Background: an optimization exercise with open tools, aiming at small area, a short achievable clock period and few clock cycles. Do not read the settings as production practice. Function was checked by simulation only, so behaviour that the tests miss may differ from the original.

**design/flow/constraint.sdc**
```tcl
create_clock -name core_clock -period 4.5 [get_ports {clk}]
set_input_delay 0.9000 -clock core_clock [delete_from_list [all_inputs] [get_ports {clk}]]
set_output_delay 0.9000 -clock core_clock [all_outputs]
set_load 0.01 [all_outputs]
```
**design/flow/run.sh**
```bash
#!/bin/bash
# synth_recipe.tcl (not shown) runs the flow's synth.tcl, then flattens the netlist and writes it again
# the make line also repeats each setting of config.mk as NAME=value (left out here)
make -C /OpenROAD-flow-scripts/flow DESIGN_CONFIG=/design/flow/config.mk WORK_HOME=/design/flow/orfs CLKGATE_MAP_FILE= SYNTH_SCRIPT=/design/flow/synth_recipe.tcl finish
```
**design/flow/design.v**
```verilog
module lcd_ctrl(clk, reset, datain, cmd, cmd_valid, dataout, output_valid, busy);
input           clk;
input           reset;
input   [7:0]   datain;
input   [2:0]   cmd;
input           cmd_valid;
output reg [7:0]   dataout;
output reg         output_valid;
output reg         busy;
reg cur_state,next_state;  
reg [5:0] img_counter;     
reg [2:0] row,col;         
reg [2:0] row_t,col_t;         
reg [5:0] out_pos;          
reg [2:0] cmd_reg;         
reg [7:0] data_buff[35:0];  
localparam REFLASH     = 3'd0;
localparam LOAD_DATA   = 3'd1;
localparam SHIFT_RIGHT = 3'd2;
localparam SHIFT_LEFT  = 3'd3;
localparam SHIFT_UP    = 3'd4;
localparam SHIFT_DOWN  = 3'd5;
localparam WAIT_CMD = 1'b0;
localparam PROCESS  = 1'b1;
always @ ( posedge clk or posedge reset ) begin    
    if (reset)  
        cur_state <= WAIT_CMD;
    else
        cur_state <= next_state;
end 
always @ ( * ) begin     
    case ( cur_state )
        WAIT_CMD : begin
            if ( cmd_valid )
                next_state = PROCESS;
            else
                next_state = WAIT_CMD;
        end
        PROCESS : begin
            if ( ( cmd_reg == REFLASH ) && img_counter[5:3] == 3'd2 && img_counter[2:0] == 3'd2 )
                next_state = WAIT_CMD;
            else
                next_state = PROCESS;
        end
    endcase
end
always @ (*) begin   
    row_t = row + img_counter[5:3];
    col_t = col + img_counter[2:0];
    out_pos = row_t * 6'd6 + col_t;
end
always @ ( posedge clk or posedge reset ) begin   
    if (reset) begin
        row <= 3'd2;
        col <= 3'd2;
        dataout <= 8'd0;
        output_valid <= 1'd0;
        busy <= 1'd0;
        cmd_reg <= REFLASH;
        img_counter <= 6'd0;
    end
    else begin
        if ( cur_state == WAIT_CMD ) begin
            if ( cmd_valid ) begin
                cmd_reg <= cmd;
                busy <= 1'd1;
            end
            img_counter <= 6'd0;
            output_valid <= 1'd0;
        end
        else begin
            case ( cmd_reg )
                REFLASH : begin
                    dataout <= data_buff[out_pos];
                    if ( img_counter[2:0] == 3'd2 ) begin
                        img_counter[5:3] <= img_counter[5:3] + 1'd1;
                        img_counter[2:0] <= 3'd0;
                    end
                    else begin
                        img_counter <= img_counter + 6'd1;
                    end
                    if ( img_counter[5:3] == 3'd2 && img_counter[2:0] == 3'd2 ) begin
                        busy <= 1'd0;
                    end
                    output_valid <= 1'd1;
                end
                LOAD_DATA : begin
                    if (img_counter == 6'd35) begin
                        img_counter <= 6'd0;
                        cmd_reg <= REFLASH;
                    end
                    else
                        img_counter <= img_counter + 6'd1;
                    data_buff[img_counter] <= datain;
                    row <= 3'd2;
                    col <= 3'd2;
                end
                SHIFT_RIGHT : begin
                    if ( col != 3'd3 )
                        col <= col + 3'd1;
                    cmd_reg <= REFLASH;
                end
                SHIFT_LEFT : begin
                    if ( col != 3'd0 )
                        col <= col - 3'd1;
                    cmd_reg <= REFLASH;
                end
                SHIFT_UP : begin
                    if ( row != 3'd0 )
                        row <= row - 3'd1;
                    cmd_reg <= REFLASH;
                end
                default : begin  
                    if ( row != 3'd3 )
                        row <= row + 3'd1;
                    cmd_reg <= REFLASH;
                end
            endcase
        end
    end
end
endmodule
```
**design/flow/config.mk**
```make
export PLATFORM = sky130hd
export DESIGN_NAME = lcd_ctrl
export DESIGN_NICKNAME = lcd_ctrl
export VERILOG_FILES = /design/flow/design.v
export SDC_FILE = /design/flow/constraint.sdc
export NUM_CORES = 4
export LEC_CHECK = 0
export CAP_MARGIN = 20
export CORE_MARGIN = 2
export CORE_UTILIZATION = 40
export SLEW_MARGIN = 20
```
==> key figures, run 1 <==
Run status
  – Status: finished clean

Final layout
  – Final #Nets: 1,046
  – ANT cells: 0
  – Fillers: just under 3k
  – Area grow syn2layout: 17.5%
  – Top flop regs: data_buff x288, dataout x8, img_counter x6
  – Most flops, register: data_buff
  – Fin area: around 16,000 um^2
  – Largest register FFs: ~290
  – Multi-input combinational cell area: 4140 um^2
  – Most common cell after layout, fill and taps aside: edfxtp_1
  – Share of post-route cells with drive strength above 1: about a fifth
  – Commonest non-fill, non-tap cells in the layout: edfxtp_1, nand2_1, buf_4
  – Register Area: approximately 9300 um^2
  – Fin cells: around 1.5k

Worst setup path
  – Crit Path Category: flop to flop
  – Worst setup path startpoint: img_counter[0]
  – R2R Path Start: img_counter[0]
  – Crit path arrival time: 4750 ps
  – CP endpoint kind: flop
  – Worst Path Required: around 4900 ps
  – Worst-path fanout max: 22
  – CP Launch Type: flop

Clock tree
  – CTS clk-pin slew, worst paths: roughly 60 ps
  – Clock sink total: ~310
  – CTS Buf Count: 35
  – TritonCTS clock tree: done
  – # H-tree levels: 2
  – Root Driver: clkbuf_16
  – Latest clock arrival within the worst-skew pair: around 530 ps
  – Max clock buf depth: 3
  – Cts hold-fix bufs: 0

Logic synthesis
  – Syn Nets: 956
  – Synth Instances: about 920
  – Yosys Warn Count: 2
  – Syn_area_per_cell: approximately 15 um^2
  – Post-synth top area cell: edfxtp_1
  – Post-synth cell types: 77
  – Top cell type's share of synthesized area: a little under two thirds
  – Sequential area share after synthesis: between 60% and 70%
  – Top post-synthesis cells by area: edfxtp_1, dfrtp_1, mux4_2
  – Synth Flop Type: edfxtp_1
  – Number of synthesized flops with an enable pin: around 290
  – Mapped Area: about 14,000 um^2
  – Async SR Flop Fraction: between 8 and 9%
  – Yosys reg bits: ~310

Global route
  – Initial antenna violation count: 0
  – Vias in the first global route: around 8.4k
  – Total GRT Usage: around 22%
  – First-pass GRT wire length: ~57,000 um
  – Largest net degree at the start of global routing: 39
  – Total grt overflow: 0

Drt
  – Initial drt markers: about 1.0k
  – ANT nets after route: 0
  – Avg WL per Cell: roughly 26 um
  – Pre-antenna DRT Iters: 5
  – Routed WL: 39,100 um
  – Via count: roughly 8.6k
  – Post-route DRC: 0
  – Vias per Instance: 5.78

Timing
  – Final Cycle Share: between 90% and 100%
  – Slew headroom: between 30 and 40%
  – Max Slew Vio Count: 0
  – Endpoints failing setup: 0
  – Final Hold Viols: 0
  – F_max: between 200 and 250 MHz
  – Crit path time final: between 4000 and 5000 ps
  – Hold slack: about 500 ps
  – Worst slew pin tran: 905 ps
  – RSZ-0062 raised after global routing: false
  – Clk_skew: ~21 ps

Floorplanning
  – Core Region: about 34,000 um^2
  – Die span in y: 189 um
  – Die span in x: about 190 um
  – I/O pins: 24
  – Initial Util: between 40% and 50%
  – FP Rows: 67
  – Die area: about 36,000 um^2

Placement
  – Final RePlAce weighted congestion: slightly above 0.9
  – Placed Area: 14,800 um^2
  – Port bufs: 23
  – Post-Place Cells: roughly 1.4k
  – Detailed Place HPWL: 26,400 um

Flow run
  – Max Cap Viol: 0

Min path
  – Worst Min Path Start: busy
  – Worst Hold Class: flop to flop
[worst max-delay path: stages (launching register included)]
cell      delay [ps]
dfrtp_1          460
ha_4             160
inv_1             40
fa_1             370
xor2_1           180
xnor2_1          420
fa_2             560
buf_4            260
nor3b_1          660
a21boi_2         310
a31o_1           120
or4_4            210
nor4b_1          260
buf_4            160
o21ai_1           60
[final timing paths]
path	cells after the start	to	slack [ps]
max	14	dataout[7]	150
min	1	busy	500
max reg2reg	14	dataout[7]	150
min reg2reg	1	busy	500
max in group asynchronous	3	col[1]	3340
min in group asynchronous	3	output_valid	860
[per-layer routing]
layer  GRT usage (%)  vias up  wire length [um]
met3            3.67       70              3220
met1            32.4     4289             17000
li1                -     3789                 -
met4            6.52        0              1020
met2            34.3      425             17900
met5               0        -                 0
[kinds of logic after synthesis]
| kind of cell | share of synthesized area [%] |
|---|---|
| fa+ha+maj | 2.07 |
| xor+xnor | 1.39 |
| compound gates | 8.28 |
| flops | 68.2 |
| simple gates | 10.8 |
| mux | 7.21 |
| buf+inv | 2.05 |
[synth_stat cells, types with 4 or more instances]
cell type and instances:
mux2_2 20, edfxtp_1 288, nand4_1 17, mux4_2 25, o21ai_1 19, mux2i_1 18, a21oi_1 23, a22oi_1 17
fa_1 6, clkbuf_1 35, ha_1 13, inv_1 16, o211ai_1 5, buf_1 4, dfrtp_1 24, xnor2_1 9
nand2b_1 4, nand3_1 37, nor2b_1 8, nor2_1 45, o21ai_0 27, and2_1 13, nor3_1 20, and3_1 18
a211oi_1 5, nor3b_1 5, nand2_1 84, a31oi_1 10, nor4b_1 6, nor4_1 8, a21o_1 4, a22o_1 7
a311oi_1 5, a32oi_1 9
[metrics by stage]
stage	worst slack, ps	setup TNS [ps]	util [%]
final	147	0	47.8
after global routing	16.1	0	47.8
after CTS	8.70	0	47.5
after detailed placement	-31.2	-31.2	44.1
after global placement	-94.4	-94.4	44.1
after floorplan	377	0	-
[layout make-up]
class	count	share of cell area [%]
inverters	17	0.398
well taps	448	3.50
multi-input cells	547	25.9
repair buffers	98	5.19
flip-flops and latches	314	58.1
clock inverters	16	1.02
clock buffers	43	5.98
[repair_timing]
item	in CTS	in global routing
buffers inserted	0	7
gates cloned	0	0
gates resized for setup	1	10
endpoints found under the setup margin	1	8
pin swaps	0	1
Testbench counts, summed over its fixed seeds: cycles 184,460.
==> run 2, diff against run 1 <==
==> design/flow/design.v (replaced) <==
module lcd_ctrl(clk, reset, datain, cmd, cmd_valid, dataout, output_valid, busy);
input           clk;
input           reset;
input   [7:0]   datain;
input   [2:0]   cmd;
input           cmd_valid;
output reg [7:0]   dataout;
output reg         output_valid;
output reg         busy;
localparam REFLASH     = 3'd0;
localparam LOAD_DATA   = 3'd1;
localparam SHIFT_RIGHT = 3'd2;
localparam SHIFT_LEFT  = 3'd3;
localparam SHIFT_UP    = 3'd4;
localparam SHIFT_DOWN  = 3'd5;
reg [7:0] ring [0:35];
reg       loading;       
reg [5:0] wpos;          
reg [1:0] row, col;      
reg       active;        
reg [1:0] jr, jc;        
reg [5:0] rd;            
reg       pend;          
reg       lpend;         
wire accept  = cmd_valid & ~busy;
wire is_load = accept & (cmd == LOAD_DATA);
wire is_move = accept & (cmd != LOAD_DATA);
reg [6:0] wadd;
always @(*) begin
    wadd = 7'd35;
    if (is_move) begin
        case (cmd)
            SHIFT_RIGHT: if (col != 2'd3) wadd = 7'd36;
            SHIFT_LEFT : if (col != 2'd0) wadd = 7'd34;
            SHIFT_UP   : if (row != 2'd0) wadd = 7'd29;
            SHIFT_DOWN : if (row != 2'd3) wadd = 7'd41;
            default    : wadd = 7'd35;
        endcase
    end
end
wire [6:0] wsum = {1'b0, wpos} + wadd;
reg [5:0] wpos_next;
always @(*) begin
    if (is_load)
        wpos_next = 6'd14;
    else if (wsum >= 7'd72)
        wpos_next = wsum - 7'd72;
    else if (wsum >= 7'd36)
        wpos_next = wsum - 7'd36;
    else
        wpos_next = wsum[5:0];
end
wire last    = active & (jr == 2'd2) & (jc == 2'd2);
wire free    = ~active | last;
wire ld_rdy  = lpend & (wpos == 6'd30);
wire start   = free & (pend | ld_rdy | is_move);
reg       active_n;
reg [1:0] jr_n, jc_n;
reg [5:0] rd_n;
always @(*) begin
    active_n = active;
    jr_n = jr;
    jc_n = jc;
    rd_n = rd;
    if (active) begin
        if (jc == 2'd2) begin
            jc_n = 2'd0;
            jr_n = jr + 2'd1;
            rd_n = (rd >= 6'd33) ? rd - 6'd33 : rd + 6'd3;
        end else
            jc_n = jc + 2'd1;
        if (last)
            active_n = 1'b0;
    end
    if (start) begin
        active_n = 1'b1;
        jr_n = 2'd0;
        jc_n = 2'd0;
        rd_n = wpos_next;
    end
end
function safe_f(input [1:0] r, input [1:0] c, input [5:0] p);
    reg [6:0] q;
    reg [3:0] k;
    integer d;
    begin
        safe_f = 1'b1;
        for (d = 0; d < 3; d = d + 1) begin
            if (r + d <= 2) begin
                k = 3 * d + 2 - c;
                q = p + 3 * d;
                if (q >= 36) q = q - 36;
                if (k >= 1 && q + k > 36) safe_f = 1'b0;
            end
        end
    end
endfunction
wire pend_n  = (pend | (is_move & ~free)) & ~(free & pend);
wire lpend_n = is_load | (lpend & ~(free & ld_rdy));
wire loading_n = is_load | (loading & (wpos != 6'd15));
wire busy_n  = accept | loading_n | pend_n | lpend_n |
               (active_n & ~safe_f(jr_n, jc_n, rd_n));
always @(posedge clk or posedge reset) begin
    if (reset) begin
        active       <= 1'b0;
        pend         <= 1'b0;
        lpend        <= 1'b0;
        loading      <= 1'b0;
        busy         <= 1'b0;
        output_valid <= 1'b0;
    end else begin
        active       <= active_n;
        pend         <= pend_n;
        lpend        <= lpend_n;
        loading      <= loading_n;
        busy         <= busy_n;
        output_valid <= active;
    end
end
always @(posedge clk) begin
    jr   <= jr_n;
    jc   <= jc_n;
    rd   <= rd_n;
    wpos <= wpos_next;
    dataout <= ring[rd];
    if (is_load) begin
        row <= 2'd2;
        col <= 2'd2;
    end else if (is_move) begin
        case (cmd)
            SHIFT_RIGHT: if (col != 2'd3) col <= col + 2'd1;
            SHIFT_LEFT : if (col != 2'd0) col <= col - 2'd1;
            SHIFT_UP   : if (row != 2'd0) row <= row - 2'd1;
            SHIFT_DOWN : if (row != 2'd3) row <= row + 2'd1;
            default    : ;
        endcase
    end
end
integer i;
always @(posedge clk) begin
    for (i = 0; i < 35; i = i + 1)
        ring[i] <= ring[i + 1];
    ring[35] <= loading ? datain : ring[0];
end
endmodule
==> run 2 against run 1 <==
Effect of this change: now fails the layout checks on setup timing; critical path depth grew 18; global-route usage shrank 0.50 points; worst setup slack got worse by 2000 ps; cell area down 10%.
==> key figures, run 2 <==
Timing
  – Final Hold Viols: 0
  – Final TNS setup: -1880 ps
  – Setup ws final: -1880 ps
  – Final Cycle Share: 142%
  – Worst slew pin tran: 1280 ps
  – F_max: about 160 MHz
  – Clk_skew: 16.2 ps
  – Slew headroom: about 15%
  – RSZ-0062 raised after global routing: true
  – Crit path time final: approximately 6400 ps
  – Max Slew Vio Count: 0
  – Endpoints failing setup: 1

Run status
  – Layout Check Failures: setup timing
  – Status: complete, but fails checks

Logic synthesis
  – Sequential area share after synthesis: 57.9%
  – Synth cell count leaders: dfxtp_1, nor2_1, a22oi_1
  – Mapped Area: approximately 11,000 um^2
  – Post-synth top area cell: dfxtp_1
  – Most frequent cell after synthesis: dfxtp_1
  – Yosys reg bits: between 300 and 400
  – Async SR Flop Fraction: under 10%
  – Top cell type's share of synthesized area: between 50 and 60%
  – Top post-synthesis cells by area: dfxtp_1, ha_1, a22oi_1
  – Syn Nets: 1,055
  – Number of synthesized flops with an enable pin: 0
  – Yosys Warn Count: 2
  – Syn_area_per_cell: approximately 11 um^2
  – Synth Flop Type: dfxtp_1
  – Post-synth cell types: between 70 and 80
  – Synth Instances: between 900 and 1k

Worst setup path
  – Worst Path Required: 4940 ps
  – Reg2reg end: busy
  – CP Launch Type: input port
  – Worst reg-to-reg path cell count: 31
  – CP endpoint kind: flop
  – FF-to-FF setup slack: -1820 ps
  – R2R Path Start: col[1]
  – Worst stage delay on the critical path: 470 ps
  – CP max-delay cell: or4b_4
  – Worst-path fanout max: 5
  – Crit Path Category: input port to flop
  – Crit path arrival time: about 6800 ps

Global route
  – Initial antenna violation count: 0
  – Vias in the first global route: 8,790
  – Largest net degree at the start of global routing: 18
  – Total GRT Usage: 21.7%
  – Total grt overflow: 0
  – First-pass GRT wire length: 48,800 um

Drt
  – Post-route DRC: 0
  – Avg WL per Cell: slightly below 20 um
  – Vias per Instance: 5.46
  – Pre-antenna DRT Iters: 5
  – Via count: roughly 8.8k
  – Initial drt markers: 782
  – ANT nets after route: 0
  – Routed WL: between 30,000 and 40,000 um

Placement
  – Final RePlAce weighted congestion: between 0.8 and 0.9
  – Port bufs: 23
  – Detailed Place HPWL: about 22,000 um

Final layout
  – Commonest non-fill, non-tap cells in the layout: dfxtp_1, buf_4, nor2_1
  – Register Area: between 6000 and 7000 um^2
  – Area grow syn2layout: 28.7%
  – Final #Nets: about 1.3k
  – Fillers: about 2.5k
  – Most common cell after layout, fill and taps aside: dfxtp_1
  – Top flop regs: ring x288, dataout x8
  – Multi-input combinational cell area: between 4000 and 5000 um^2
  – Share of post-route cells with drive strength above 1: between 20% and 30%
  – Most flops, register: ring
  – Largest register FFs: 288

Floorplanning
  – I/O pins: 24
  – Initial Util: between 40 and 50%
  – Die span in y: 171 um
  – Die span in x: 171 um
  – FP Rows: between 60 and 70
  – Die area: slightly below 30,000 um^2
  – Core Region: ~28,000 um^2

Clock tree
  – CTS Buf Count: 29
  – Max clock buf depth: 3
  – Clock sink total: roughly 320
  – TritonCTS clock tree: done
  – # H-tree levels: 1
  – Cts hold-fix bufs: 0
  – Latest clock arrival within the worst-skew pair: roughly 560 ps
  – Root Driver: clkbuf_16
  – CTS clk-pin slew, worst paths: about 70 ps

Min path
  – Hold Path Stages: 0
  – Worst hold path endpoint: ring[3][5]
  – Worst Hold Class: flop to flop
  – Worst Min Path Start: ring[4][5]

Flow run
  – Max Cap Viol: 0
==> run 2: logic make-up (layout without fill, tap and decap cells) <==
kind of cell             Yosys count  after routing  share of synthesized area, %
other                              0              1                             0
adder cells (fa/ha/maj)           44             44                          5.19
buffers and inverters             63            289                          2.24
AO/OA/AOI/OAI                    274            274                          19.2
AND/OR/NAND/NOR                  249            249                          11.3
flip-flops                       322            322                          57.9
multiplexers                      25             25                          2.49
XOR/XNOR                          20             20                          1.63
==> run 2: critical path: cells and delay by family <==
family	cells	cell delay, ps
adders and majority gates	5	1270
buffers and inverters	4	500
xor gates and xnor gates	2	350
and+or+nand+nor	6	1240
AOI/OAI and AO/OA	15	2550
==> run 2: per-stage QoR <==
stage	area (um^2)	cells	utilization [%]	worst slack [ps]	hold slack, ps
after floorplan	11300	997	-	-2280	330
after global placement	13100	1540	47.6	-2770	332
after detailed placement	13100	1540	47.6	-2960	337
after CTS	14300	1597	51.6	-1810	349
after global routing	14400	1601	52.0	-2170	348
final	14400	1602	52.1	-1880	346
==> run 2: layer usage <==
| metal | part of all wire, % | global-route usage, % | routed length, um | vias to the layer above |
|---|---|---|---|---|
| li1 | - | - | - | 4164 |
| met5 | 0 | 0 | 0 | - |
| met3 | 7.1 | 4.77 | 2260 | 62 |
| met2 | 44 | 34.1 | 14100 | 283 |
| met1 | 46 | 30.0 | 14700 | 4243 |
| met4 | 2.3 | 6.04 | 738 | 0 |
==> run 2: timing repair <==
action,4_1_cts,5_1_grt
endpoints found under the hold margin,0,0
setup buffers,11,3
gates resized for setup,41,16
pin swaps,29,16
endpoints found under the setup margin,1,1
==> run 2: worst max-delay path by stage <==
stage | startpoint | end | slack [ps] | depth (start not counted)
2_1_floorplan | cmd[2] | busy | -2280 | 32
3_3_place_gp | cmd[0] | busy | -2770 | 32
3_5_place_dp | cmd[0] | busy | -2960 | 32
4_1_cts | cmd[0] | busy | -1810 | 31
5_1_grt | cmd_valid | busy | -2170 | 33
6_report | cmd_valid | busy | -1880 | 32
==> run 2: cell type report <==
type | count | area share (%)
diodes | 1 | 0.0174
clock buffers | 37 | 5.53
clock inverters | 9 | 0.966
inverters | 36 | 0.957
multi-input cells | 612 | 32.9
flip-flops and latches | 322 | 45.0
well taps | 378 | 3.29
repair buffers | 207 | 11.3
Testbench counts of run 2, summed over its fixed seeds: cycles 142,024.

-- re-timing with driven ports --
In the flow no input, the clock included, has a driving cell. The finished layouts below were timed again as built, in two steps. Step 1 (the two cells are an assumption about what drives the block):
set clk [get_ports {clk}]
set_driving_cell -lib_cell sky130_fd_sc_hd__clkbuf_16 $clk
set_driving_cell -lib_cell sky130_fd_sc_hd__buf_2 [delete_from_list [all_inputs] $clk]
Step 2 also shifts input and output timing later by t, the mid clock arrival at the registers, as if the neighbouring blocks saw the same clock. a / b / c = no drivers / after step 1 / after step 2; a / b = the first two.
run | t, ns | setup slack, ns | clock arrival spread, ns | worst slew at a driven data input, ns | cell pins on the clock port's net
run 1 | 0.569 | 0.147 / 0.147 / 0.147 | 0.028 / 0.028 | 0.04 | 1
run 2 | 0.601 | -1.881 / -1.855 / -2.456 | 0.020 / 0.019 | 0.05 | 1
The setup slack of run 2, which loses most, moves by +0.026 ns with the drivers and by -0.575 ns with both steps.
